From an optimization exercise on the open Yosys and OpenROAD flow, aimed at a short achievable clock period and few clock cycles; shortcuts taken in it are not production practice.
Only simulation tests tie the RTL to the original design; equivalence was not proved.
No activity file was given, so power comes from the tool's default toggle rates.

===== flow/flow/run.sh =====
#!/bin/bash
# Layout: the standard synthesis and layout, with two resizer settings
# changed: ports get a plain buf_6 instead of the smallest buffer (a slow
# delay cell in this library), and the resizer may swap cells across
# footprints (the platform's default ties each cell to its own footprint).
set -euo pipefail
bash standard.sh synth > synth.log 2>&1
bash standard.sh MATCH_CELL_FOOTPRINT=0 "BUFFER_PORTS_ARGS=-buffer_cell sky130_fd_sc_hd__buf_6" finish > layout.log 2>&1

===== flow/standard.sh =====
#!/bin/bash
# synth_recipe.tcl (not shown) runs the flow's synth.tcl, then flattens the netlist and writes it again
# the make line also repeats each setting of config.mk as NAME=value (left out here)
make -C /OpenROAD-flow-scripts/flow DESIGN_CONFIG=/design/flow/config.mk WORK_HOME=/design/flow/orfs CLKGATE_MAP_FILE= SYNTH_SCRIPT=/design/flow/synth_recipe.tcl "${@:-finish}"

===== flow/config.mk =====
export PLATFORM = sky130hd
export DESIGN_NAME = cpu
export DESIGN_NICKNAME = cpu
export VERILOG_FILES = /design/flow/design.v
export SDC_FILE = /design/flow/constraint.sdc
export NUM_CORES = 4
export LEC_CHECK = 0
export CAP_MARGIN = 20
export CORE_MARGIN = 2
export CORE_UTILIZATION = 40
export SETUP_SLACK_MARGIN = 4.0
export SLEW_MARGIN = 20
export SYNTH_HIERARCHICAL = 1
export SYNTH_MINIMUM_KEEP_SIZE = 0
export TNS_END_PERCENT = 100

===== flow/constraint.sdc =====
create_clock -name core_clock -period 6.5 [get_ports {clk}]
set_input_delay 1.3000 -clock core_clock [delete_from_list [all_inputs] [get_ports {clk}]]
set_output_delay 1.3000 -clock core_clock [all_outputs]
set_load 0.01 [all_outputs]

===== flow/design.v =====
module cpu(
    input clk,
    input nrst,
    output halt,
    output bit1_cp2,
    output bit2_cp3,
    output [2:0] io_address,
    output [7:0] dataout,
    input skip_flag,
    input clearacc,
    input [7:0] datain,
    output [11:0] address,
    output [11:0] write_data,
    output write_enable,
    output mem_load,
    input [11:0] read_data,
    input mem_ready
);
reg s_fetch;    
reg s_ptr;      
reg s_oprd;     
reg s_write;    
reg s_iotf;     
reg s_halt;
reg p_none;
reg p_and;
reg p_tad;
reg p_clr;      
reg [11:0] pc;
reg [11:0] ir;
reg [11:0] ac;
reg l;
reg [11:0] md;
reg sk;
reg [11:0] addr_r;
reg [11:0] wd_r;
reg w_ac;
reg we_r;
reg ml_r;
reg [2:0] io_r;
assign address = addr_r;
assign write_data = ({12{w_ac}} & ac) | wd_r;
assign write_enable = we_r;
assign mem_load = ml_r;
assign halt = s_halt;
assign io_address = io_r;
assign dataout = ac[7:0];
assign bit1_cp2 = ir[1];
assign bit2_cp3 = ir[2];
reg m_inc, m_neg, m_one;
wire [12:0] s3;
opr1_value u_opr1_value(
    .ac(ac), .l(l), .cla(ir[7]), .cll(ir[6]), .cma(ir[5]), .cml(ir[4]), .iac(ir[0]),
    .m_inc(m_inc), .m_neg(m_neg), .m_one(m_one), .s3(s3));
reg q_none, q_rar, q_rtr, q_ral, q_rtl, q_bsw;
wire [12:0] tad_sum = {l, ac} + {1'b0, md};
wire [12:0] lac_v;
acc_next u_acc_next(
    .l(l), .ac(ac), .md(md), .tad_sum(tad_sum), .s3(s3),
    .q_none(q_none), .q_rar(q_rar), .q_rtr(q_rtr), .q_ral(q_ral), .q_rtl(q_rtl), .q_bsw(q_bsw),
    .p_none(p_none), .p_and(p_and), .p_tad(p_tad), .p_clr(p_clr), .iotc(s_iotf),
    .datain(datain), .clearacc(clearacc), .nrst(nrst), .lac_v(lac_v));
wire [11:0] ac_v = lac_v[11:0];
wire [11:0] pc1 = pc + 12'd1;
wire [11:0] a1 = addr_r + 12'd1;
reg t_sma, t_sza, t_snl, t_inv;
reg t_iot;
wire g2skip;
skip_test u_skip_test(
    .ac(ac), .l(l), .t_sma(t_sma), .t_sza(t_sza), .t_snl(t_snl), .t_inv(t_inv),
    .g2skip(g2skip));
wire fetchc = s_fetch | s_iotf;
wire [11:0] I = read_data;
wire [2:0] op = I[11:9];
wire [11:0] ea = {I[7] ? addr_r[11:7] : 5'b00000, I[6:0]};
always @(posedge clk)
    {l, ac} <= lac_v;
wire [11:0] ir_d;
take_pick #(.W(12), .R(12'd0)) u_ir_pick(
    .fetchc(fetchc), .mem_ready(mem_ready), .t_iot(t_iot), .skip_flag(skip_flag),
    .g2skip(g2skip), .nrst(nrst), .a(I), .b(ir), .y(ir_d));
always @(posedge clk)
    ir <= ir_d;
always @(posedge clk) begin
    m_inc <= I[0] & ~I[7] & ~I[5];
    m_neg <= I[0] & ~I[7] & I[5];
    m_one <= I[0] & I[7] & I[5];
end
always @(posedge clk)
    if (s_oprd) begin
        md <= read_data;
        sk <= &read_data;
    end
always @(posedge clk) begin
    if (fetchc)
        wd_r <= I[11] ? a1 : 12'd0;
    else if (s_ptr)
        wd_r <= ir[11] ? pc1 : 12'd0;
    else if (s_oprd)
        wd_r <= read_data + 12'd1;
end
always @(posedge clk) begin
    if (!nrst)
        pc <= 12'd0;
    else if (fetchc)
        pc <= addr_r;
end
wire [11:0] wsrc = ir[11] ? a1 : (ir[10:9] == 2'b10 && sk) ? pc + 12'd2 : pc1;
wire [11:0] addr_d;
addr_next u_addr_next(
    .rd(read_data), .mem_ready(mem_ready),
    .t_iot(t_iot), .skip_flag(skip_flag), .g2skip(g2skip),
    .fetchc(fetchc), .s_ptr(s_ptr), .s_oprd_on(s_oprd & ~ir[10]), .s_write(s_write),
    .addr_r(addr_r), .a1(a1), .pc1(pc1), .wsrc(wsrc), .nrst(nrst), .addr_d(addr_d));
always @(posedge clk)
    addr_r <= addr_d;
localparam CW = 27;
wire [CW-1:0] c_q = {s_fetch, s_ptr, s_oprd, s_write, s_iotf, s_halt,
                     p_none, p_and, p_tad, p_clr,
                     q_none, q_rar, q_rtr, q_ral, q_rtl, q_bsw,
                     t_sma, t_sza, t_snl, t_inv, t_iot,
                     we_r, w_ac, ml_r, io_r};
localparam [CW-1:0] C_RESET = {6'b100000, 4'b1000, 6'd0, 5'd0, 3'b001, 3'd0};
reg [CW-1:0] d_take;
always @* begin : dec_take
    reg f, pt, po, w, io, h, a_, t_, g1, cl, g2, dca;
    f = 1'b0; pt = 1'b0; po = 1'b0; w = 1'b0; io = 1'b0; h = 1'b0;
    a_ = 1'b0; t_ = 1'b0; g1 = 1'b0; cl = 1'b0; g2 = 1'b0; dca = 1'b0;
    case (op)
    3'd0, 3'd1, 3'd2: begin
        pt = I[8];
        po = ~I[8];
    end
    3'd3: begin
        pt = I[8];
        w = ~I[8];
        dca = ~I[8];
    end
    3'd4: begin
        pt = I[8];
        w = ~I[8];
    end
    3'd5: begin
        pt = I[8];
        f = ~I[8];
    end
    3'd6: begin
        io = (I[8:6] != 3'd0);
        f = (I[8:6] == 3'd0);
    end
    default: begin
        if (!I[8]) begin
            f = 1'b1;
            g1 = 1'b1;
        end else if (!I[0]) begin
            g2 = 1'b1;
            cl = I[7];
            h = I[1];
            f = ~I[1];
        end else
            f = 1'b1;
    end
    endcase
    d_take = {f, pt, po, w, io, h,
              ~(g1 | cl | io), 1'b0, 1'b0, cl,
              g1 & ((I[3:1] == 3'b000) | (I[3:1] == 3'b110) | (I[3:1] == 3'b111)),
              g1 & (I[3:1] == 3'b100), g1 & (I[3:1] == 3'b101),
              g1 & (I[3:1] == 3'b010), g1 & (I[3:1] == 3'b011), g1 & (I[3:1] == 3'b001),
              g2 & I[6], g2 & I[5], g2 & I[4], g2 & I[3], io & I[0],
              w, dca, ~h, (op == 3'd6) ? I[8:6] : 3'd0};
end
reg [CW-1:0] d_else;
always @* begin : dec_else
    reg f, pt, po, w, h, a_, t_, cl, dca;
    f = 1'b0; pt = 1'b0; po = 1'b0; w = 1'b0; h = 1'b0;
    a_ = 1'b0; t_ = 1'b0; cl = 1'b0; dca = 1'b0;
    if (fetchc)
        f = 1'b1;                
    else if (s_ptr) begin
        if (!mem_ready)
            pt = 1'b1;
        else case (ir[11:9])
        3'd3: begin
            w = 1'b1;
            dca = 1'b1;
        end
        3'd4: w = 1'b1;
        3'd5: f = 1'b1;
        default: po = 1'b1;
        endcase
    end else if (s_oprd) begin
        if (!mem_ready)
            po = 1'b1;
        else if (ir[10])
            w = 1'b1;            
        else begin
            f = 1'b1;
            t_ = ir[9];
            a_ = ~ir[9];
        end
    end else if (s_write) begin
        w = ~mem_ready;
        dca = ~mem_ready & w_ac;
        cl = mem_ready & w_ac;
        f = mem_ready;
    end else
        h = 1'b1;
    d_else = {f, pt, po, w, 1'b0, h,
              ~(a_ | t_ | cl), a_, t_, cl,
              6'd0,
              5'd0,
              w, dca, ~h, 3'd0};
end
wire [CW-1:0] c_d;
take_pick #(.W(CW), .R(C_RESET)) u_c_pick(
    .fetchc(fetchc), .mem_ready(mem_ready), .t_iot(t_iot), .skip_flag(skip_flag),
    .g2skip(g2skip), .nrst(nrst), .a(d_take), .b(d_else), .y(c_d));
always @(posedge clk)
    {s_fetch, s_ptr, s_oprd, s_write, s_iotf, s_halt,
     p_none, p_and, p_tad, p_clr,
     q_none, q_rar, q_rtr, q_ral, q_rtl, q_bsw,
     t_sma, t_sza, t_snl, t_inv, t_iot,
     we_r, w_ac, ml_r, io_r} <= c_d;
endmodule
module skip_test(
    input [11:0] ac,
    input l,
    input t_sma, t_sza, t_snl, t_inv,
    output g2skip
);
    assign g2skip = ((t_sma & ac[11]) | (t_sza & ~(|ac)) | (t_snl & l)) ^ t_inv;
endmodule
module acc_next(
    input l,
    input [11:0] ac,
    input [11:0] md,
    input [12:0] tad_sum,
    input [12:0] s3,
    input q_none, q_rar, q_rtr, q_ral, q_rtl, q_bsw,
    input p_none, p_and, p_tad, p_clr, iotc,
    input [7:0] datain,
    input clearacc,
    input nrst,
    output [12:0] lac_v
);
    wire [11:0] keep = {12{p_none}} | ({12{p_and}} & md) | {12{iotc & ~clearacc}};
    wire lkeep = p_none | p_and | p_clr | iotc;
    assign lac_v = {13{nrst}} & (
                   {lkeep & l, keep & ac}
                 | ({13{p_tad}} & tad_sum)
                 | {5'd0, {8{iotc}} & datain}
                 | ({13{q_none}} & s3)
                 | ({13{q_rar}} & {s3[0], s3[12:1]})
                 | ({13{q_rtr}} & {s3[1:0], s3[12:2]})
                 | ({13{q_ral}} & {s3[11:0], s3[12]})
                 | ({13{q_rtl}} & {s3[10:0], s3[12:11]})
                 | ({13{q_bsw}} & {s3[12], s3[5:0], s3[11:6]}));
endmodule
module opr1_value(
    input [11:0] ac,
    input l,
    input cla, cll, cma, cml, iac,
    input m_inc, m_neg, m_one,
    output [12:0] s3
);
    wire [11:0] s1 = (ac & {12{~cla}}) ^ {12{cma}};
    wire s1l = (l & ~cll) ^ cml;
    wire [12:0] c;
    assign c[0] = iac;
    genvar gi;
    generate
        for (gi = 1; gi <= 12; gi = gi + 1) begin : g_carry
            assign c[gi] = (m_inc & (&ac[gi-1:0])) | (m_neg & ~(|ac[gi-1:0])) | m_one;
        end
    endgenerate
    assign s3 = {s1l, s1} ^ c;
endmodule
module addr_next(
    input [11:0] rd,
    input mem_ready,
    input t_iot, skip_flag, g2skip,
    input fetchc, s_ptr, s_oprd_on, s_write,
    input [11:0] addr_r,
    input [11:0] a1,
    input [11:0] pc1,
    input [11:0] wsrc,
    input nrst,
    output reg [11:0] addr_d
);
    wire [11:0] ea = {rd[7] ? addr_r[11:7] : 5'b00000, rd[6:0]};
    wire squash = (t_iot & skip_flag) | g2skip;
    always @* begin
        addr_d = addr_r;
        if (fetchc) begin
            if (squash)
                addr_d = a1;
            else if (mem_ready)
                addr_d = (rd[11] & rd[10]) ? a1 : ea;
        end else if (s_ptr) begin
            if (mem_ready)
                addr_d = rd;
        end else if (s_oprd_on) begin
            if (mem_ready)
                addr_d = pc1;
        end else if (s_write) begin
            if (mem_ready)
                addr_d = wsrc;
        end
        if (!nrst)
            addr_d = 12'd0;
    end
endmodule
module take_pick #(
    parameter W = 1,
    parameter [W-1:0] R = 0
) (
    input fetchc, mem_ready, t_iot, skip_flag, g2skip, nrst,
    input [W-1:0] a,
    input [W-1:0] b,
    output [W-1:0] y
);
    wire take = fetchc & mem_ready & ~(t_iot & skip_flag) & ~g2skip;
    assign y = !nrst ? R : (take ? a : b);
endmodule

==> results of run 1 <==
where the power goes:
part	total, mW	internal [mW]	switching, mW
registers	1.01	0.771	0.244
clock network	0.550	0.277	0.273
logic	1.30	0.610	0.693
metrics by stage:
stage	hold slack, ns	utilization (%)	instance area, um2	total power [mW]	cells
after floorplan	0.437	-	8280	1.77	1011
after global placement	0.449	43.9	8860	2.16	1274
after detailed placement	0.456	43.9	8860	2.16	1274
after CTS	0.487	46.2	9320	2.77	1296
after global routing	0.513	47.5	9590	3.02	1305
final	0.483	47.5	9590	2.87	1305
area by class of cell:
type / instances / area [um2] / area share, %
clock buffer: 10 / 239 / 2.49
sequential: 102 / 2340 / 24.4
timing repair buffer: 82 / 880 / 9.17
multi-input combinational: 804 / 5620 / 58.6
tap: 270 / 338 / 3.52
clock inverter: 6 / 53.8 / 0.561
inverter: 31 / 116 / 1.21
cell usage in the layout (no fill, tap or decap), types with 23 or more instances in the layout:
| master | n |
|---|---|
| nor2_1 | 54 |
| nand2_1 | 149 |
| a22o_1 | 27 |
| inv_1 | 31 |
| buf_6 | 65 |
| and2_1 | 24 |
| xnor2_1 | 45 |
| mux2i_1 | 48 |
| o21ai_0 | 40 |
| nor3_1 | 30 |
| dfxtp_1 | 56 |
| edfxtp_1 | 25 |
| a21oi_1 | 23 |
| nand3_1 | 28 |
per-layer routing:
layer,vias up,share of wire [%],GRT usage (%)
li1,3674,-,-
met1,3615,45,32.1
met2,281,46,37.3
met3,52,5.2,3.73
met4,0,3.6,8.89
met5,-,0,0
sequential cells by signal, summed over array words and instances (netlist names), 3 cells and up:
register and count:
wd_r 12, ac 12, ir 10, addr_r 12, pc 12, md 12
io_r 3
how the worst min path moves through the flow:
stage                     startpoint     to  slack (ns)  cells after the start
final                          ir[2]  ir[2]        0.48                      2
after global routing           ir[6]  ir[6]        0.51                      2
after global placement         ir[6]  ir[6]        0.45                      2
after floorplan                ir[6]  ir[6]        0.44                      2
after CTS                      ir[6]  ir[6]        0.49                      2
after detailed placement       ir[6]  ir[6]        0.46                      2
timing repair:
| action | CTS | global route |
|---|---|---|
| cloned | 0 | 1 |
| buffers inserted | 6 | 8 |
| endpoints found under the setup margin | 88 | 54 |
| resized for setup | 32 | 47 |
| pin swaps | 3 | 15 |
worst max-delay path: stages, from the launching register on:
cell     delay (ns)
dfxtp_4        0.46
a21o_1         0.24
buf_6          0.13
==> summary.txt, run 1 <==
Num CTS Buffers -> 9
Final ANT Viol Nets -> 0
DRC -> 0
Slew Limit Headroom -> 28.8%
DP Worst Slack -> 3.53 ns
CTS max path bufs -> 2
Horiz. Die Dim -> 147 um
# hold bufs at CTS -> 0
Final Hold Vio Count -> 0
clock skew -> 0.0144 ns
CP Capture Point -> write_data[11]
final setup fails -> 0
global-route wire length before repair -> 40,500 um
Final Wtd Congestion -> 0.901
core area -> 0.0202 mm2
Antenna Cells -> 0
worst path arrival time -> 1.19 ns
Cells after Synth -> 995
VDD IR max -> 131 uV
Hold WC Path Type -> reg -> reg
drt total wl -> 25,700 um
Crit path required time -> 5.20 ns
Rows -> 52
fin nets -> 1,073
clock latency on the worst-skew pair -> 0.37 ns
Syn Std Cell Area -> 0.00822 mm2
Slew @ Worst Pin -> 1.07 ns
WL/cell -> 19.7 um
Initial Util -> 40.8%
fillers -> 1,983
Critical Path Source Type -> register
critical path class -> reg -> out
max-slew violation count -> 0
setup TNS -> 0 ns
worst flop-to-flop path endpoint -> ac[10]
RSZ-0062 raised after global routing -> yes
CTS tree -> built
clk root buf -> clkbuf_16
Synth-to-Final Area Change -> 16.7%
GRT Overall Usage -> 23.5%
DRT Pass-1 Iters -> 7
Die Area -> 0.0217 mm2
Buffers on Ports -> 64
CP endpoint kind -> primary output
pwr dens -> 299 mW/mm2
setup ws final -> 4.01 ns
Max-cap violations -> 0
fin crit period -> 2.49 ns
DRT iter0 DRCs -> 700
clk sink count -> 102
status -> complete, no violations
grt ovf -> 0
Tcrit/Tclk final -> 38.3%
fmax -> 402 MHz
vias in the first global route -> 7,165
Crit Reg-Reg Startpoint -> ac[0]
H-tree depth -> 3
P_leak -> 3.67 nW
I/O Pins -> 65
CP startpoint -> w_ac
largest net degree at the start of global routing -> 92
die height -> 147 um
worst-path fanout max -> 13
Synth Warn # -> 8
initial antenna violation count -> 0
vias per cell -> 5.84
reg-to-reg slack, setup -> 4.04 ns
Avg Cell Area, Syn -> 8.26 um2
Reg2Reg Depth -> 10
dpl hpwl -> 18,300 um
via count -> 7,622
layout cells sized above 1 -> 18.4%
Reg clk slew, reported paths -> 0.07 ns
Testbench counts, summed over its fixed seeds: cycles 135,783.
==> run 2: changes to the inputs <==
--- a/flow/design.v
+++ b/flow/design.v
@@ -31,5 +31,5 @@
 reg [11:0] ac;
 reg l;
-reg [11:0] md;
+reg [11:0] md_g, md_p;
 reg sk;
 reg [11:0] addr_r;
@@ -54,8 +54,9 @@
     .m_inc(m_inc), .m_neg(m_neg), .m_one(m_one), .s3(s3));
 reg q_none, q_rar, q_rtr, q_ral, q_rtl, q_bsw;
-wire [12:0] tad_sum = {l, ac} + {1'b0, md};
+wire [12:0] tad_sum;
+tad_add u_tad_add(.g(md_g), .p(md_p), .l(l), .sum(tad_sum));
 wire [12:0] lac_v;
 acc_next u_acc_next(
-    .l(l), .ac(ac), .md(md), .tad_sum(tad_sum), .s3(s3),
+    .l(l), .ac(ac), .md_g(md_g), .tad_sum(tad_sum), .s3(s3),
     .q_none(q_none), .q_rar(q_rar), .q_rtr(q_rtr), .q_ral(q_ral), .q_rtl(q_rtl), .q_bsw(q_bsw),
     .p_none(p_none), .p_and(p_and), .p_tad(p_tad), .p_clr(p_clr), .iotc(s_iotf),
@@ -89,15 +90,14 @@
 always @(posedge clk)
     if (s_oprd) begin
-        md <= read_data;
+        md_g <= ac & read_data;
+        md_p <= ac ^ read_data;
         sk <= &read_data;
     end
-always @(posedge clk) begin
-    if (fetchc)
-        wd_r <= I[11] ? a1 : 12'd0;
-    else if (s_ptr)
-        wd_r <= ir[11] ? pc1 : 12'd0;
-    else if (s_oprd)
-        wd_r <= read_data + 12'd1;
-end
+wire [11:0] wd_d;
+wd_next u_wd_next(
+    .rd(read_data), .a1(a1), .pc1(pc1), .ir11(ir[11]),
+    .fetchc(fetchc), .s_ptr(s_ptr), .s_oprd(s_oprd), .wd_r(wd_r), .wd_d(wd_d));
+always @(posedge clk)
+    wd_r <= wd_d;
 always @(posedge clk) begin
     if (!nrst)
@@ -122,52 +122,6 @@
                      we_r, w_ac, ml_r, io_r};
 localparam [CW-1:0] C_RESET = {6'b100000, 4'b1000, 6'd0, 5'd0, 3'b001, 3'd0};
-reg [CW-1:0] d_take;
-always @* begin : dec_take
-    reg f, pt, po, w, io, h, a_, t_, g1, cl, g2, dca;
-    f = 1'b0; pt = 1'b0; po = 1'b0; w = 1'b0; io = 1'b0; h = 1'b0;
-    a_ = 1'b0; t_ = 1'b0; g1 = 1'b0; cl = 1'b0; g2 = 1'b0; dca = 1'b0;
-    case (op)
-    3'd0, 3'd1, 3'd2: begin
-        pt = I[8];
-        po = ~I[8];
-    end
-    3'd3: begin
-        pt = I[8];
-        w = ~I[8];
-        dca = ~I[8];
-    end
-    3'd4: begin
-        pt = I[8];
-        w = ~I[8];
-    end
-    3'd5: begin
-        pt = I[8];
-        f = ~I[8];
-    end
-    3'd6: begin
-        io = (I[8:6] != 3'd0);
-        f = (I[8:6] == 3'd0);
-    end
-    default: begin
-        if (!I[8]) begin
-            f = 1'b1;
-            g1 = 1'b1;
-        end else if (!I[0]) begin
-            g2 = 1'b1;
-            cl = I[7];
-            h = I[1];
-            f = ~I[1];
-        end else
-            f = 1'b1;
-    end
-    endcase
-    d_take = {f, pt, po, w, io, h,
-              ~(g1 | cl | io), 1'b0, 1'b0, cl,
-              g1 & ((I[3:1] == 3'b000) | (I[3:1] == 3'b110) | (I[3:1] == 3'b111)),
-              g1 & (I[3:1] == 3'b100), g1 & (I[3:1] == 3'b101),
-              g1 & (I[3:1] == 3'b010), g1 & (I[3:1] == 3'b011), g1 & (I[3:1] == 3'b001),
-              g2 & I[6], g2 & I[5], g2 & I[4], g2 & I[3], io & I[0],
-              w, dca, ~h, (op == 3'd6) ? I[8:6] : 3'd0};
-end
+wire [CW-1:0] d_take;
+ctl_decode #(.CW(CW)) u_ctl_decode(.I(I), .d_take(d_take));
 reg [CW-1:0] d_else;
 always @* begin : dec_else
@@ -234,5 +188,5 @@
     input l,
     input [11:0] ac,
-    input [11:0] md,
+    input [11:0] md_g,
     input [12:0] tad_sum,
     input [12:0] s3,
@@ -244,8 +198,9 @@
     output [12:0] lac_v
 );
-    wire [11:0] keep = {12{p_none}} | ({12{p_and}} & md) | {12{iotc & ~clearacc}};
+    wire [11:0] keep = {12{p_none}} | {12{iotc & ~clearacc}};
     wire lkeep = p_none | p_and | p_clr | iotc;
     assign lac_v = {13{nrst}} & (
                    {lkeep & l, keep & ac}
+                 | {1'b0, {12{p_and}} & md_g}
                  | ({13{p_tad}} & tad_sum)
                  | {5'd0, {8{iotc}} & datain}
@@ -323,2 +278,123 @@
     assign y = !nrst ? R : (take ? a : b);
 endmodule
+module tad_add(
+    input [11:0] g,
+    input [11:0] p,
+    input l,
+    output [12:0] sum
+);
+    wire [11:0] g1, p1, g2, p2, g4, p4, g8;
+    genvar i;
+    generate
+        for (i = 0; i < 12; i = i + 1) begin : k1
+            if (i >= 1) begin : a
+                assign g1[i] = g[i] | (p[i] & g[i-1]);
+                assign p1[i] = p[i] & p[i-1];
+            end else begin : b
+                assign g1[i] = g[i];
+                assign p1[i] = p[i];
+            end
+        end
+        for (i = 0; i < 12; i = i + 1) begin : k2
+            if (i >= 2) begin : a
+                assign g2[i] = g1[i] | (p1[i] & g1[i-2]);
+                assign p2[i] = p1[i] & p1[i-2];
+            end else begin : b
+                assign g2[i] = g1[i];
+                assign p2[i] = p1[i];
+            end
+        end
+        for (i = 0; i < 12; i = i + 1) begin : k4
+            if (i >= 4) begin : a
+                assign g4[i] = g2[i] | (p2[i] & g2[i-4]);
+                assign p4[i] = p2[i] & p2[i-4];
+            end else begin : b
+                assign g4[i] = g2[i];
+                assign p4[i] = p2[i];
+            end
+        end
+        for (i = 0; i < 12; i = i + 1) begin : k8
+            if (i >= 8) begin : a
+                assign g8[i] = g4[i] | (p4[i] & g4[i-8]);
+            end else begin : b
+                assign g8[i] = g4[i];
+            end
+        end
+    endgenerate
+    assign sum = {l ^ g8[11], p ^ {g8[10:0], 1'b0}};
+endmodule
+module ctl_decode #(parameter CW = 27) (
+    input [11:0] I,
+    output reg [CW-1:0] d_take
+);
+wire [2:0] op = I[11:9];
+always @* begin : dec_take
+    reg f, pt, po, w, io, h, a_, t_, g1, cl, g2, dca;
+    f = 1'b0; pt = 1'b0; po = 1'b0; w = 1'b0; io = 1'b0; h = 1'b0;
+    a_ = 1'b0; t_ = 1'b0; g1 = 1'b0; cl = 1'b0; g2 = 1'b0; dca = 1'b0;
+    case (op)
+    3'd0, 3'd1, 3'd2: begin
+        pt = I[8];
+        po = ~I[8];
+    end
+    3'd3: begin
+        pt = I[8];
+        w = ~I[8];
+        dca = ~I[8];
+    end
+    3'd4: begin
+        pt = I[8];
+        w = ~I[8];
+    end
+    3'd5: begin
+        pt = I[8];
+        f = ~I[8];
+    end
+    3'd6: begin
+        io = (I[8:6] != 3'd0);
+        f = (I[8:6] == 3'd0);
+    end
+    default: begin
+        if (!I[8]) begin
+            f = 1'b1;
+            g1 = 1'b1;
+        end else if (!I[0]) begin
+            g2 = 1'b1;
+            cl = I[7];
+            h = I[1];
+            f = ~I[1];
+        end else
+            f = 1'b1;
+    end
+    endcase
+    d_take = {f, pt, po, w, io, h,
+              ~(g1 | cl | io), 1'b0, 1'b0, cl,
+              g1 & ((I[3:1] == 3'b000) | (I[3:1] == 3'b110) | (I[3:1] == 3'b111)),
+              g1 & (I[3:1] == 3'b100), g1 & (I[3:1] == 3'b101),
+              g1 & (I[3:1] == 3'b010), g1 & (I[3:1] == 3'b011), g1 & (I[3:1] == 3'b001),
+              g2 & I[6], g2 & I[5], g2 & I[4], g2 & I[3], io & I[0],
+              w, dca, ~h, (op == 3'd6) ? I[8:6] : 3'd0};
+end
+endmodule
+module wd_next(
+    input [11:0] rd,
+    input [11:0] a1,
+    input [11:0] pc1,
+    input ir11,
+    input fetchc, s_ptr, s_oprd,
+    input [11:0] wd_r,
+    output [11:0] wd_d
+);
+    wire [11:0] inc;
+    inc12 u_inc12(.x(rd), .y(inc));
+    assign wd_d = fetchc ? (rd[11] ? a1 : 12'd0)
+                : s_ptr ? (ir11 ? pc1 : 12'd0)
+                : s_oprd ? inc
+                : wd_r;
+endmodule
+module inc12(
+    input [11:0] x,
+    output [11:0] y
+);
+    assign y = x + 12'd1;
+endmodule
==> summary.txt, run 2 <==
final core utilization -> 47.6% (about the same)
crit path cell chain -> a21o_1 > buf_6
# hold bufs at CTS -> 0 (unchanged)
largest net degree at the start of global routing -> 92 (unchanged)
Synth Warn # -> 9 (+1)
VDD IR max -> 174 uV (+32%)
max-slew violation count -> 0 (unchanged)
drt total wl -> 27,700 um (+7.7%)
fin crit period -> 2.50 ns (+0.0156 ns)
fmax -> 400 MHz (-0.62%)
Critical Path Source Type -> register
Hold WC Path Type -> reg -> reg
clock network power share -> 33.3% (+14 points)
Initial Util -> 40.6% (-0.18 points)
Cells after Synth -> 1,046 (+5.1%)
CP top delay family -> flip-flops
DRT iter0 DRCs -> 676 (-3.4%)
clock skew -> 0.00772 ns (-0.00664 ns)
DRT Pass-1 Iters -> 7 (unchanged)
vias in the first global route -> 7,637 (+6.6%)
CTS tree -> built
Final Wtd Congestion -> 0.887 (-1.5%)
switching pwr -> 1.09 mW (-9.6%)
die height -> 153 um (+3.5%)
layout cells sized above 1 -> 19.6% (+1.3 points)
clock latency on the worst-skew pair -> 0.42 ns (+0.05 ns)
final setup fails -> 0 (unchanged)
most frequent cells in the layout -> nand2_1 (146), dfxtp_1 (65), buf_6 (63)
GRT Overall Usage -> 23.6% (+0.16 points)
Slew @ Worst Pin -> 0.837 ns (-0.230 ns)
grt ovf -> 0 (unchanged)
DRC -> 0 (unchanged)
Tcrit/Tclk final -> 38.5% (+0.24 points)
Final Hold Slack -> 0.471 ns (-0.0124 ns)
Avg Cell Area, Syn -> 8.44 um2 (+2.1%)
critical path class -> reg -> out
max incr delay on CP -> 0.45 ns (about the same)
status -> complete, no violations
Worst Path Buf+Inv -> 1 (unchanged)
Max-cap violations -> 0 (unchanged)
I/O Pins -> 65 (unchanged)
Buffers on Ports -> 64 (unchanged)
Crit-path slowest cell -> dfxtp_4
Antenna Cells -> 0 (unchanged)
CTS max path bufs -> 2 (unchanged)
Reg power frac -> 34.8% (-0.6 points)
core area -> 0.0218 mm2 (+7.9%)
worst path arrival time -> 1.20 ns (about the same)
Num CTS Buffers -> 17 (+8)
Comb power frac -> 31.9% (-13 points)
vias per cell -> 5.90 (+0.94%)
WL/cell -> 20.2 um (+2.2%)
commonest non-fill, non-tap cell in the layout -> nand2_1
Final ANT Viol Nets -> 0 (unchanged)
global-route wire length before repair -> 43,900 um (+8.5%)
Synth-to-Final Area Change -> 17.2%
CP endpoint kind -> primary output
Die Area -> 0.0233 mm2 (+7.2%)
RSZ-0062 raised after global routing -> yes
via count -> 8,106 (+6.4%)
H-tree depth -> 4 (+1)
pwr dens -> 290 mW/mm2 (-3.0%)
fin nets -> 1,124 (+4.8%)
Slew Limit Headroom -> 43.8% (+15 points)
Sw Ratio -> 36.5% (-5.7 points)
Horiz. Die Dim -> 153 um (+3.5%)
Final Hold Vio Count -> 0 (unchanged)
Crit path required time -> 5.20 ns (about the same)
clk root buf -> clkbuf_16
Reg clk slew, reported paths -> 0.06 ns (about the same)
dpl hpwl -> 18,900 um (+3.4%)
Syn Std Cell Area -> 0.00883 mm2 (+7.4%)
P_int -> 1.91 mW (+15%)
worst-path fanout max -> 13 (unchanged)
setup TNS -> 0 ns (unchanged)
clk sink count -> 114 (+12%)
Rows -> 54 (+3.8%)
P_leak -> 3.84 nW (+4.7%)
initial antenna violation count -> 0 (unchanged)
[run 2: layout make-up]
| cell class | instances | area (um2) |
|---|---|---|
| fill | 2117 | 11400 |
| multi-input combinational | 831 | 5770 |
| sequential | 114 | 2590 |
| timing repair buffer | 83 | 878 |
| clock buffer | 18 | 429 |
| tap | 280 | 350 |
| clock inverter | 14 | 188 |
| inverter | 35 | 134 |
[run 2: power groups by stage]
stage          clock [mW]  sequential [mW]  combinational [mW]
2_1_floorplan           0            0.937               0.655
3_3_place_gp            0             1.04               0.855
3_5_place_dp            0             1.04               0.861
4_1_cts              1.01             1.04               0.915
5_1_grt              1.04             1.06                1.03
6_report            0.999             1.04               0.957
[run 2: worst paths after layout]
path	end	startpoint	slack, ns	cells after the start
setup / recovery	write_data[1]	w_ac	4.00	2
hold / removal	ir[6]	ir[6]	0.47	2
setup reg to reg	ac[0]	ac[1]	4.06	7
hold reg to reg	ir[6]	ir[6]	0.47	2
[run 2: tightest hold or removal path, stage by stage (launching register included)]
cell	delay (ns)
dfxtp_1	0.31
nand2_1	0.06
mux2i_1	0.05
[run 2: per-layer routing]
metal / wire length [um] / GRT usage [%]
met1: 12400 / 32.0
met2: 12900 / 38.1
met3: 1820 / 5.06
met4: 628 / 6.70
met5: 0 / 0
[run 2: metrics by stage]
stage	setup WS [ns]	instances	total power [mW]	area [um2]
floorplan	4.08	1061	1.59	8880
global placement	3.38	1327	1.90	9410
detailed placement	3.36	1327	1.90	9410
CTS	4.00	1368	2.96	10200
global route	3.87	1375	3.14	10300
finish	4.00	1375	3.00	10300
[run 2: timing repair]
action / 4_1_cts / 5_1_grt
pin swaps: 3 / 8
buffers inserted: 9 / 6
cloned: 0 / 1
gates resized for setup: 37 / 24
setup endpoints to repair: 93 / 57
Testbench counts of run 2, summed over its fixed seeds: cycles 135,783.
==> run 3: changes to the inputs <==
--- a/flow/config.mk
+++ b/flow/config.mk
@@ -9,5 +9,5 @@
 export CORE_MARGIN = 2
 export CORE_UTILIZATION = 40
-export SETUP_SLACK_MARGIN = 4.0
+export SETUP_SLACK_MARGIN = 4.4
 export SLEW_MARGIN = 20
 export SYNTH_HIERARCHICAL = 1
==> summary.txt, run 3 <==
status -> complete, no violations
GRT Overall Usage -> 25.3% (+1.7 points)
Finished Layout Cells -> 1,440 (+4.7%)
Final ANT Viol Nets -> 0 (unchanged)
clock latency on the worst-skew pair -> 0.43 ns (about the same)
Critical Path Source Type -> register
met1 WL -> 12,800 um (+2.9%)
fmax -> 400 MHz (+0.16%)
Avg Cell Area, Syn -> 8.44 um2 (unchanged)
initial antenna violation count -> 0 (unchanged)
max-slew violation count -> 0 (unchanged)
Crit path required time -> 5.20 ns (about the same)
P_int -> 2.07 mW (+8.5%)
RSZ-0062 raised after global routing -> yes
Antenna Cells -> 0 (unchanged)
Slew Limit Headroom -> 42.0% (-1.8 points)
highest routed layer -> met4
DRT Pass-1 Iters -> 9 (+2)
DRT iter0 DRCs -> 801 (+18%)
pwr dens -> 286 mW/mm2 (-1.3%)
H-tree depth -> 4 (unchanged)
Max-cap violations -> 0 (unchanged)
clock network power share -> 28.6% (-4.7 points)
Crit Reg-Reg Startpoint -> ac[0]
placed instance count -> 1,327 (unchanged)
Final Hold Slack -> 0.467 ns (-0.00403 ns)
DR WL met3 -> 2230 um (+22%)
clk root buf -> clkbuf_16
worst-path fanout max -> 13 (unchanged)
Slew @ Worst Pin -> 0.864 ns (+0.0267 ns)
Synth Warn # -> 9 (unchanged)
largest net degree at the start of global routing -> 92 (unchanged)
I/O Pins -> 65 (unchanged)
critical path class -> reg -> out
Cells after Synth -> 1,046 (unchanged)
clk sink count -> 114 (unchanged)
Final Wtd Congestion -> 0.869 (-2.0%)
dpl hpwl -> 18,900 um (about the same)
Hold EP -> ir[6]
Reg clk slew, reported paths -> 0.06 ns (about the same)
CP endpoint kind -> primary output
worst path arrival time -> 1.20 ns (about the same)
WL/cell -> 21.1 um (+4.5%)
Die Area -> 0.0233 mm2 (unchanged)
Sw Ratio -> 37.6% (+1.1 points)
Num CTS Buffers -> 17 (unchanged)
Synth-to-Final Area Change -> 31.2%
die height -> 153 um (unchanged)
Rows -> 54 (unchanged)
Reg2Reg Depth -> 8 (+1)
fin crit period -> 2.50 ns (-0.00392 ns)
Final Hold Vio Count -> 0 (unchanged)
final setup fails -> 0 (unchanged)
core area -> 0.0218 mm2 (unchanged)
CTS tree -> built
Hold WC Path Type -> reg -> reg
Tot Pwr -> 3.32 mW (+10%)
clock skew -> 0.0122 ns (+0.00444 ns)
vias in the first global route -> 8,150 (+6.7%)
layout cells sized above 1 -> 31.4% (+12 points)
fin nets -> 1,189 (+5.8%)
Syn Std Cell Area -> 0.00883 mm2 (unchanged)
most frequent cells in the layout -> nand2_1 (144), buf_6 (80), buf_4 (56)
Comb power frac -> 41.1% (+9.2 points)
hold path depth -> 2 (unchanged)
reg-to-reg slack, setup -> 4.03 ns (-0.03 ns)
P_leak -> 4.34 nW (+13%)
Buffers on Ports -> 64 (unchanged)
global-route wire length before repair -> 46,600 um (+6.1%)
setup TNS -> 0 ns (unchanged)
vias per cell -> 5.92 (+0.39%)
Tcrit/Tclk final -> 38.4% (-0.060 points)
grt ovf -> 0 (unchanged)
commonest non-fill, non-tap cell in the layout -> nand2_1
Initial Util -> 40.6% (unchanged)
CTS max path bufs -> 2 (unchanged)
worst flop-to-flop path endpoint -> ac[9]
Horiz. Die Dim -> 153 um (unchanged)
Hold Crit Start -> ir[6]
DRC -> 0 (unchanged)
Met2 Wirelength -> 14,400 um (+12%)
VDD IR max -> 180 uV (+3.5%)
drt total wl -> 30,300 um (+9.4%)
Reg power frac -> 30.3% (-4.5 points)
via count -> 8,522 (+5.1%)
switching pwr -> 1.25 mW (+14%)
[run 3: layout make-up]
type	count	area, um2
clock buffers	22	497
clock inverters	10	95.1
fillers	1963	10200
inverters	35	134
multi-input cells	832	6310
flip-flops and latches	114	2660
well taps	280	350
repair buffers	147	1540
[run 3: critical path: stages, from the launching register on]
cell,delay (ns)
dfxtp_4,0.45
a21o_1,0.20
buf_6,0.12
[run 3: power groups by stage]
stage | Combinational, mW | Sequential, mW | Clock [mW]
after floorplan | 0.693 | 0.941 | 0
after global placement | 0.886 | 1.05 | 0
after detailed placement | 0.891 | 1.05 | 0
after CTS | 1.24 | 0.998 | 0.953
after global routing | 1.44 | 1.02 | 0.994
final | 1.36 | 1.00 | 0.949
[run 3: per-stage QoR]
stage          instance area [um2]  util [%]  worst slack, ns
3_3_place_gp                  9590      44.1             3.33
2_1_floorplan                 9110         -             4.27
4_1_cts                      11300      51.7             4.00
3_5_place_dp                  9590      44.1             3.26
6_report                     11600      53.2             4.00
5_1_grt                      11600      53.2             3.96
[run 3: worst max path at each step]
stage | slack, ns | end | start
3_5_place_dp | 3.26 | we_r | s_iotf
2_1_floorplan | 4.27 | s_fetch | read_data[10]
4_1_cts | 4.00 | write_data[2] | w_ac
3_3_place_gp | 3.33 | s_halt | mem_ready
6_report | 4.00 | write_data[3] | w_ac
5_1_grt | 3.96 | write_data[2] | w_ac
[run 3: repair_timing]
item,4_1_cts,5_1_grt
gates resized for setup,140,49
setup endpoints to repair,126,103
hold buffers,0,0
endpoints found under the hold margin,0,0
pin swaps,57,42
setup buffers,65,12
cloned,4,0
[run 3: layer usage]
layer,global-route usage [%],up-vias
li1,-,4048
met2,41.4,409
met3,4.84,80
met4,9.22,0
met1,33.5,3985
met5,0,-
==> run 4: changes to the inputs <==
--- a/flow/design.v
+++ b/flow/design.v
@@ -39,11 +39,11 @@
 reg ml_r;
 reg [2:0] io_r;
-assign address = addr_r;
-assign write_data = ({12{w_ac}} & ac) | wd_r;
+assign address = addr_o;
+assign write_data = ({12{w_ac}} & acw) | wd_r;
 assign write_enable = we_r;
 assign mem_load = ml_r;
 assign halt = s_halt;
 assign io_address = io_r;
-assign dataout = ac[7:0];
+assign dataout = acw[7:0];
 assign bit1_cp2 = ir[1];
 assign bit2_cp3 = ir[2];
@@ -63,4 +63,13 @@
     .datain(datain), .clearacc(clearacc), .nrst(nrst), .lac_v(lac_v));
 wire [11:0] ac_v = lac_v[11:0];
+wire [12:0] lac_w;
+acc_next u_acc_copy(
+    .l(l), .ac(ac), .md_g(md_g), .tad_sum(tad_sum), .s3(s3),
+    .q_none(q_none), .q_rar(q_rar), .q_rtr(q_rtr), .q_ral(q_ral), .q_rtl(q_rtl), .q_bsw(q_bsw),
+    .p_none(p_none), .p_and(p_and), .p_tad(p_tad), .p_clr(p_clr), .iotc(s_iotf),
+    .datain(datain), .clearacc(clearacc), .nrst(nrst), .lac_v(lac_w));
+reg [11:0] acw;
+always @(posedge clk)
+    acw <= lac_w[11:0];
 wire [11:0] pc1 = pc + 12'd1;
 wire [11:0] a1 = addr_r + 12'd1;
@@ -113,6 +122,15 @@
     .fetchc(fetchc), .s_ptr(s_ptr), .s_oprd_on(s_oprd & ~ir[10]), .s_write(s_write),
     .addr_r(addr_r), .a1(a1), .pc1(pc1), .wsrc(wsrc), .nrst(nrst), .addr_d(addr_d));
-always @(posedge clk)
+wire [11:0] addr_dc;
+addr_next u_addr_copy(
+    .rd(read_data), .mem_ready(mem_ready),
+    .t_iot(t_iot), .skip_flag(skip_flag), .g2skip(g2skip),
+    .fetchc(fetchc), .s_ptr(s_ptr), .s_oprd_on(s_oprd & ~ir[10]), .s_write(s_write),
+    .addr_r(addr_r), .a1(a1), .pc1(pc1), .wsrc(wsrc), .nrst(nrst), .addr_d(addr_dc));
+reg [11:0] addr_o;
+always @(posedge clk) begin
     addr_r <= addr_d;
+    addr_o <= addr_dc;
+end
 localparam CW = 27;
 wire [CW-1:0] c_q = {s_fetch, s_ptr, s_oprd, s_write, s_iotf, s_halt,
@@ -167,7 +185,16 @@
 end
 wire [CW-1:0] c_d;
-take_pick #(.W(CW), .R(C_RESET)) u_c_pick(
+take_pick #(.W(6), .R(C_RESET[26:21])) u_c_pick0(
+    .fetchc(fetchc), .mem_ready(mem_ready), .t_iot(t_iot), .skip_flag(skip_flag),
+    .g2skip(g2skip), .nrst(nrst), .a(d_take[26:21]), .b(d_else[26:21]), .y(c_d[26:21]));
+take_pick #(.W(10), .R(C_RESET[20:11])) u_c_pick1(
+    .fetchc(fetchc), .mem_ready(mem_ready), .t_iot(t_iot), .skip_flag(skip_flag),
+    .g2skip(g2skip), .nrst(nrst), .a(d_take[20:11]), .b(d_else[20:11]), .y(c_d[20:11]));
+take_pick #(.W(5), .R(C_RESET[10:6])) u_c_pick2(
+    .fetchc(fetchc), .mem_ready(mem_ready), .t_iot(t_iot), .skip_flag(skip_flag),
+    .g2skip(g2skip), .nrst(nrst), .a(d_take[10:6]), .b(d_else[10:6]), .y(c_d[10:6]));
+take_pick #(.W(6), .R(C_RESET[5:0])) u_c_pick3(
     .fetchc(fetchc), .mem_ready(mem_ready), .t_iot(t_iot), .skip_flag(skip_flag),
-    .g2skip(g2skip), .nrst(nrst), .a(d_take), .b(d_else), .y(c_d));
+    .g2skip(g2skip), .nrst(nrst), .a(d_take[5:0]), .b(d_else[5:0]), .y(c_d[5:0]));
 always @(posedge clk)
     {s_fetch, s_ptr, s_oprd, s_write, s_iotf, s_halt,
--- a/flow/config.mk
+++ b/flow/config.mk
@@ -9,5 +9,5 @@
 export CORE_MARGIN = 2
 export CORE_UTILIZATION = 40
-export SETUP_SLACK_MARGIN = 4.4
+export SETUP_SLACK_MARGIN = 4.0
 export SLEW_MARGIN = 20
 export SYNTH_HIERARCHICAL = 1
==> summary.txt, run 4 <==
layout cells sized above 1 -> 22.4% (-9.0 points)
Crit path required time -> 6.79 ns (+1.59 ns)
# hold bufs at CTS -> 0 (unchanged)
met2 Use GR -> 40.6% (-0.89 points)
Avg Cell Area, Syn -> 8.36 um2 (-0.91%)
CTS tree -> built
final setup fails -> 0 (unchanged)
GRT met3 Usage -> 6.13% (+1.3 points)
crit path cell chain -> or4b_4 > buf_8 > o31ai_1 > a21oi_1 > xnor2_1 > buf_4 > buf_4 > a22o_1 > a221oi_1 > a31oi_1
CP endpoint kind -> register
initial antenna violation count -> 0 (unchanged)
Buffers on Ports -> 64 (unchanged)
dpl cell area -> 0.0115 mm2 (+20%)
critical path class -> reg -> reg
Initial Util -> 40.7% (+0.092 points)
via count -> 11,058 (+30%)
Final Instance Area -> 0.0131 mm2 (+13%)
most frequent cells in the layout -> nand2_1 (157), dfxtp_1 (85), buf_6 (65)
clk root buf -> clkbuf_16
vias per cell -> 6.49 (+9.7%)
DRT iter0 DRCs -> 2,080 (+160%)
vias in the first global route -> 9,890 (+21%)
setup TNS -> 0 ns (unchanged)
VDD IR max -> 210 uV (+17%)
Final Wtd Congestion -> 0.941 (+8.2%)
Num CTS Buffers -> 17 (unchanged)
largest net degree at the start of global routing -> 98 (+6.5%)
core area -> 0.0269 mm2 (+24%)
H-tree depth -> 4 (unchanged)
Synth Warn # -> 9 (unchanged)
fmax -> 396 MHz (-1.1%)
GRT Overall Usage -> 27.4% (+2.1 points)
DRC -> 0 (unchanged)
Tcrit/Tclk final -> 38.9% (+0.43 points)
Cells after Synth -> 1,307 (+25%)
Crit-path slowest cell -> or4b_4
Rows -> 60 (+11%)
met1 usage -> 38.6% (+5.1 points)
dpl hpwl -> 25,600 um (+35%)
fin nets -> 1,392 (+17%)
Final Hold Slack -> 0.462 ns (-0.00473 ns)
I/O Pins -> 65 (unchanged)
Top Usage Layer GRT -> met2
Antenna Cells -> 0 (unchanged)
fin crit period -> 2.53 ns (+0.0276 ns)
Slew Limit Headroom -> 23.5% (-19 points)
max incr delay on CP -> 0.56 ns (+0.11 ns)
Synth-to-Final Area Change -> 19.5%
Reg clk slew, reported paths -> 0.07 ns (about the same)
Hold WC Path Type -> reg -> reg
worst path arrival time -> 2.81 ns (+1.61 ns)
status -> complete, no violations
max-slew violation count -> 0 (unchanged)
Syn Std Cell Area -> 0.0109 mm2 (+24%)
commonest non-fill, non-tap cell in the layout -> nand2_1
DP Worst Slack -> 2.93 ns (-0.330 ns)
global-route wire length before repair -> 60,700 um (+30%)
final core utilization -> 48.6% (-4.6 points)
WL/cell -> 23.6 um (+12%)
Max-cap violations -> 0 (unchanged)
grt ovf -> 0 (unchanged)
die height -> 169 um (+11%)
Critical Path Source Type -> register
Final Hold Vio Count -> 0 (unchanged)
CP dominant cell by count -> buf_4
clock latency on the worst-skew pair -> 0.43 ns (about the same)
worst-path fanout max -> 9 (-4)
setup ws final -> 3.97 ns (-0.0276 ns)
DRT Pass-1 Iters -> 9 (unchanged)
Die Area -> 0.0287 mm2 (+23%)
drt total wl -> 40,200 um (+32%)
P_leak -> 4.75 nW (+9.4%)
clock skew -> 0.0141 ns (+0.00193 ns)
Slew @ Worst Pin -> 1.15 ns (+0.283 ns)
pwr dens -> 291 mW/mm2 (+1.6%)
Final ANT Viol Nets -> 0 (unchanged)
clk sink count -> 138 (+21%)
CTS max path bufs -> 2 (unchanged)
RSZ-0062 raised after global routing -> yes
Horiz. Die Dim -> 169 um (+11%)
## run 4: final cells by class
type	instances	area, um2
fill	2624	13800
multi-input combinational	1040	7670
sequential	138	3080
timing repair buffer	113	1140
clock buffer	22	517
tap	341	427
inverter	40	154
clock inverter	10	75.1
## run 4: routing by layer
layer  wire (um)  share of wire (%)
met4        1610                4.0
met1       17300                 43
met3        4100                 10
met5           0                  0
met2       17200                 43
## run 4: final timing paths
| path | start | end | slack [ns] | cells past startpoint |
|---|---|---|---|---|
| worst max register to register | ac[1] | ac[9] | 3.97 | 10 |
| worst min-delay path | ir[6] | ir[6] | 0.46 | 2 |
| worst max-delay path | ac[1] | ac[9] | 3.97 | 10 |
| worst min register to register | ir[6] | ir[6] | 0.46 | 2 |
## run 4: per-stage QoR
| step | total power, mW | instances |
|---|---|---|
| after floorplan | 2.02 | 1322 |
| after global placement | 2.48 | 1631 |
| after detailed placement | 2.48 | 1631 |
| after CTS | 3.60 | 1677 |
| after global routing | 3.95 | 1704 |
| final | 3.80 | 1704 |
## run 4: what timing repair did
action                                 4_1_cts  5_1_grt
endpoints found under the hold margin        0        0
gates resized for setup                     74       67
pin swaps                                   13       25
setup endpoints to repair                  122       66
gates cloned                                 3        2
buffers inserted                            11       25
## run 4: power by group
group	total (mW)	internal [mW]	switching [mW]
Combinational	1.51	0.675	0.839
Sequential	1.29	1.01	0.280
Clock	0.993	0.569	0.424
Total	3.80	2.26	1.54
## run 4: critical path: cells and delay by family (launching register included)
| family | cells | cell delay [ns] |
|---|---|---|
| AO/OA/AOI/OAI | 5 | 0.81 |
| XOR/XNOR | 1 | 0.17 |
| buffers and inverters | 3 | 0.47 |
| flip-flops | 1 | 0.37 |
| AND/OR/NAND/NOR | 1 | 0.56 |
Testbench counts of run 4, summed over its fixed seeds: cycles 135,783.
==> run 5: changes to the inputs <==
--- a/flow/design.v
+++ b/flow/design.v
@@ -40,10 +40,10 @@
 reg [2:0] io_r;
 assign address = addr_o;
-assign write_data = ({12{w_ac}} & acw) | wd_r;
+assign write_data = ({{4{w_ac3}}, {4{w_ac2}}, {4{w_ac1}}} & ac) | wd_r;
 assign write_enable = we_r;
 assign mem_load = ml_r;
 assign halt = s_halt;
 assign io_address = io_r;
-assign dataout = acw[7:0];
+assign dataout = ac[7:0];
 assign bit1_cp2 = ir[1];
 assign bit2_cp3 = ir[2];
@@ -63,15 +63,7 @@
     .datain(datain), .clearacc(clearacc), .nrst(nrst), .lac_v(lac_v));
 wire [11:0] ac_v = lac_v[11:0];
-wire [12:0] lac_w;
-acc_next u_acc_copy(
-    .l(l), .ac(ac), .md_g(md_g), .tad_sum(tad_sum), .s3(s3),
-    .q_none(q_none), .q_rar(q_rar), .q_rtr(q_rtr), .q_ral(q_ral), .q_rtl(q_rtl), .q_bsw(q_bsw),
-    .p_none(p_none), .p_and(p_and), .p_tad(p_tad), .p_clr(p_clr), .iotc(s_iotf),
-    .datain(datain), .clearacc(clearacc), .nrst(nrst), .lac_v(lac_w));
-reg [11:0] acw;
-always @(posedge clk)
-    acw <= lac_w[11:0];
 wire [11:0] pc1 = pc + 12'd1;
-wire [11:0] a1 = addr_r + 12'd1;
+wire [11:0] a1;
+inc12 u_inc_a1(.x(addr_r), .y(a1));
 reg t_sma, t_sza, t_snl, t_inv;
 reg t_iot;
@@ -197,4 +189,17 @@
     .fetchc(fetchc), .mem_ready(mem_ready), .t_iot(t_iot), .skip_flag(skip_flag),
     .g2skip(g2skip), .nrst(nrst), .a(d_take[5:0]), .b(d_else[5:0]), .y(c_d[5:0]));
+wire [2:0] w_ac_d;
+take_pick #(.W(1), .R(1'b0)) u_wac_pick1(
+    .fetchc(fetchc), .mem_ready(mem_ready), .t_iot(t_iot), .skip_flag(skip_flag),
+    .g2skip(g2skip), .nrst(nrst), .a(d_take[4]), .b(d_else[4]), .y(w_ac_d[0]));
+take_pick #(.W(1), .R(1'b0)) u_wac_pick2(
+    .fetchc(fetchc), .mem_ready(mem_ready), .t_iot(t_iot), .skip_flag(skip_flag),
+    .g2skip(g2skip), .nrst(nrst), .a(d_take[4]), .b(d_else[4]), .y(w_ac_d[1]));
+take_pick #(.W(1), .R(1'b0)) u_wac_pick3(
+    .fetchc(fetchc), .mem_ready(mem_ready), .t_iot(t_iot), .skip_flag(skip_flag),
+    .g2skip(g2skip), .nrst(nrst), .a(d_take[4]), .b(d_else[4]), .y(w_ac_d[2]));
+reg w_ac1, w_ac2, w_ac3;
+always @(posedge clk)
+    {w_ac3, w_ac2, w_ac1} <= w_ac_d;
 always @(posedge clk)
     {s_fetch, s_ptr, s_oprd, s_write, s_iotf, s_halt,
==> summary.txt, run 5 <==
initial antenna violation count -> 0 (unchanged)
Cells after Synth -> 1,220 (-6.7%)
setup TNS -> 0 ns (unchanged)
dpl hpwl -> 23,000 um (-10%)
Final Wtd Congestion -> 0.911 (-3.2%)
hold path depth -> 2 (unchanged)
die height -> 163 um (-3.6%)
clock latency on the worst-skew pair -> 0.43 ns (about the same)
global-route wire length before repair -> 52,600 um (-13%)
CTS tree -> built
most frequent cells in the layout -> nand2_1 (173), dfxtp_1 (76), nor2_1 (70)
worst flop-to-flop path endpoint -> ac[8]
Tcrit/Tclk final -> 39.0% (+0.11 points)
Num CTS Buffers -> 17 (unchanged)
Crit Reg-Reg Startpoint -> ac[2]
Max-cap violations -> 0 (unchanged)
Synth Warn # -> 9 (unchanged)
dpl cell area -> 0.0108 mm2 (-6.3%)
Syn Std Cell Area -> 0.0101 mm2 (-7.3%)
Buffers on Ports -> 64 (unchanged)
Final Hold Slack -> 0.466 ns (+0.00345 ns)
GRT Overall Usage -> 25.3% (-2.1 points)
Initial Util -> 40.5% (-0.20 points)
DRT iter0 DRCs -> 1,334 (-36%)
CP startpoint -> ac[2]
Synth-to-Final Area Change -> 17.8%
grt ovf -> 0 (unchanged)
CP endpoint kind -> register
Hold Crit Start -> ir[6]
max-slew violation count -> 0 (unchanged)
vias in the first global route -> 9,054 (-8.5%)
WL/cell -> 21.0 um (-11%)
Horiz. Die Dim -> 163 um (-3.6%)
Avg Cell Area, Syn -> 8.31 um2 (-0.68%)
Final Hold Vio Count -> 0 (unchanged)
status -> complete, no violations
largest net degree at the start of global routing -> 103 (+5.1%)
fin nets -> 1,309 (-6.0%)
fin crit period -> 2.53 ns (+0.00743 ns)
Critical Path Source Type -> register
CP Capture Point -> ac[8]
DRT Pass-1 Iters -> 10 (+1)
Final Instance Area -> 0.0119 mm2 (-8.6%)
pwr dens -> 277 mW/mm2 (-4.7%)
worst path arrival time -> 2.88 ns (+0.07 ns)
reg-to-reg slack, setup -> 3.97 ns (about the same)
H-tree depth -> 4 (unchanged)
Die Area -> 0.0266 mm2 (-7.1%)
Worst Path Buf+Inv -> 0 (-3)
DRC -> 0 (unchanged)
RSZ-0062 raised after global routing -> yes
CP Depth -> 7 (-3)
drt total wl -> 33,800 um (-16%)
Slew @ Worst Pin -> 0.963 ns (-0.183 ns)
CP top delay family -> simple AND/OR/NAND/NOR gates
clk root buf -> clkbuf_16
VDD IR max -> 171 uV (-19%)
Reg clk slew, reported paths -> 0.07 ns (about the same)
commonest non-fill, non-tap cell in the layout -> nand2_1
crit path cell chain -> or4b_4 > nor4_4 > nor3_1 > xnor2_2 > a22o_1 > a221oi_1 > a31oi_1
via count -> 9,828 (-11%)
fmax -> 395 MHz (-0.29%)
worst-path fanout max -> 9 (unchanged)
max incr delay on CP -> 0.61 ns (+0.05 ns)
clk sink count -> 129 (-6.5%)
I/O Pins -> 65 (unchanged)
# hold bufs at CTS -> 0 (unchanged)
clock skew -> 0.00979 ns (-0.00430 ns)
core area -> 0.0250 mm2 (-6.8%)
layout cells sized above 1 -> 20.9% (-1.4 points)
Reg2Reg Depth -> 7 (-3)
placed instance count -> 1,545 (-5.3%)
Crit path required time -> 6.85 ns (+0.06 ns)
Rows -> 58 (-3.3%)
critical path class -> reg -> reg
Crit-path slowest cell -> or4b_4
CTS max path bufs -> 2 (unchanged)
Antenna Cells -> 0 (unchanged)
Hold WC Path Type -> reg -> reg
P_leak -> 4.38 nW (-7.9%)
Final ANT Viol Nets -> 0 (unchanged)
final core utilization -> 47.7% (-0.92 points)
vias per cell -> 6.10 (-5.9%)
final setup fails -> 0 (unchanged)
Slew Limit Headroom -> 35.7% (+12 points)
Finished Layout Cells -> 1,610 (-5.5%)
==> run 5: what timing repair did <==
item | 4_1_cts | 5_1_grt
endpoints found under the setup margin | 98 | 53
gates resized for setup | 54 | 36
gates cloned | 0 | 1
pin swaps | 4 | 11
setup buffers | 11 | 21
==> run 5: how the worst min path moves through the flow <==
stage                  end  slack [ns]
floorplan           ir[10]        0.43
global placement     ir[6]        0.45
detailed placement   ir[6]        0.45
CTS                  ir[6]        0.46
global route         ir[6]        0.48
finish               ir[6]        0.47
==> run 5: metal layers <==
layer	part of all wire (%)	GRT usage, %
met1	43	34.6
met2	46	40.1
met3	7.5	4.52
met4	3.1	8.89
met5	0	0
==> run 5: metrics by stage <==
step                      setup WS [ns]  power, mW
after detailed placement           3.29       2.18
after floorplan                    4.09       1.80
after CTS                          4.00       3.20
final                              3.97       3.31
after global placement             3.33       2.17
after global routing               3.94       3.45
==> run 5: layout make-up <==
| type | count | area, um2 |
|---|---|---|
| Multi-Input combinational cell | 980 | 6880 |
| Fill cell | 2441 | 13100 |
| Clock inverter | 15 | 135 |
| Timing Repair Buffer | 102 | 1050 |
| Inverter | 37 | 143 |
| Sequential cell | 129 | 2900 |
| Clock buffer | 17 | 425 |
| Tap cell | 330 | 413 |
==> run 5: power by group <==
group	internal, mW	switching [mW]
registers	0.937	0.221
logic	0.535	0.672
clock network	0.530	0.414
total	2.00	1.31
==> run 5: worst min-delay path: stages (launching register included) <==
cell     delay, ns
dfxtp_1       0.30
nand2_1       0.06
mux2i_1       0.05
Testbench counts of run 5, summed over its fixed seeds: cycles 135,783.

==> port drivers added, routing unchanged <==
The results above use ideal ports. As a check the final layouts listed here were re-extracted and re-timed, cells and wires unchanged.
Step 1, drivers: a clkbuf_16 drives clk and a buf_2 each remaining input, both assumed.
Step 2 times the ports against the registers' clock, not the clock port: input delays grow and output delays shrink by t, the midpoint of the rising clock arrivals with the driver on.
Slacks: no drivers / after step 1 / after step 2; pairs: no drivers / after step 1.
run | t, ns | setup WS [ns] | worst setup path at the end | clock arrival spread, ns | worst data-port slew with drivers (ns)
run 1 | 0.406 | 4.013 / 3.967 / 3.710 | input to register | 0.015 / 0.014 | 0.05
run 2 | 0.462 | 3.997 / 3.951 / 3.744 | input to register | 0.008 / 0.008 | 0.06
run 3 | 0.470 | 4.001 / 3.954 / 3.857 | input to register | 0.012 / 0.012 | 0.06
run 4 | 0.477 | 3.974 / 3.949 / 3.643 | input to register | 0.014 / 0.015 | 0.06
run 5 | 0.478 | 3.966 / 3.952 / 3.643 | input to register | 0.010 / 0.010 | 0.06
After both steps setup and hold are still met in every run listed. For run 4, which loses most, drivers alone change the setup slack by -0.025 ns; drivers and shift together by -0.331 ns.
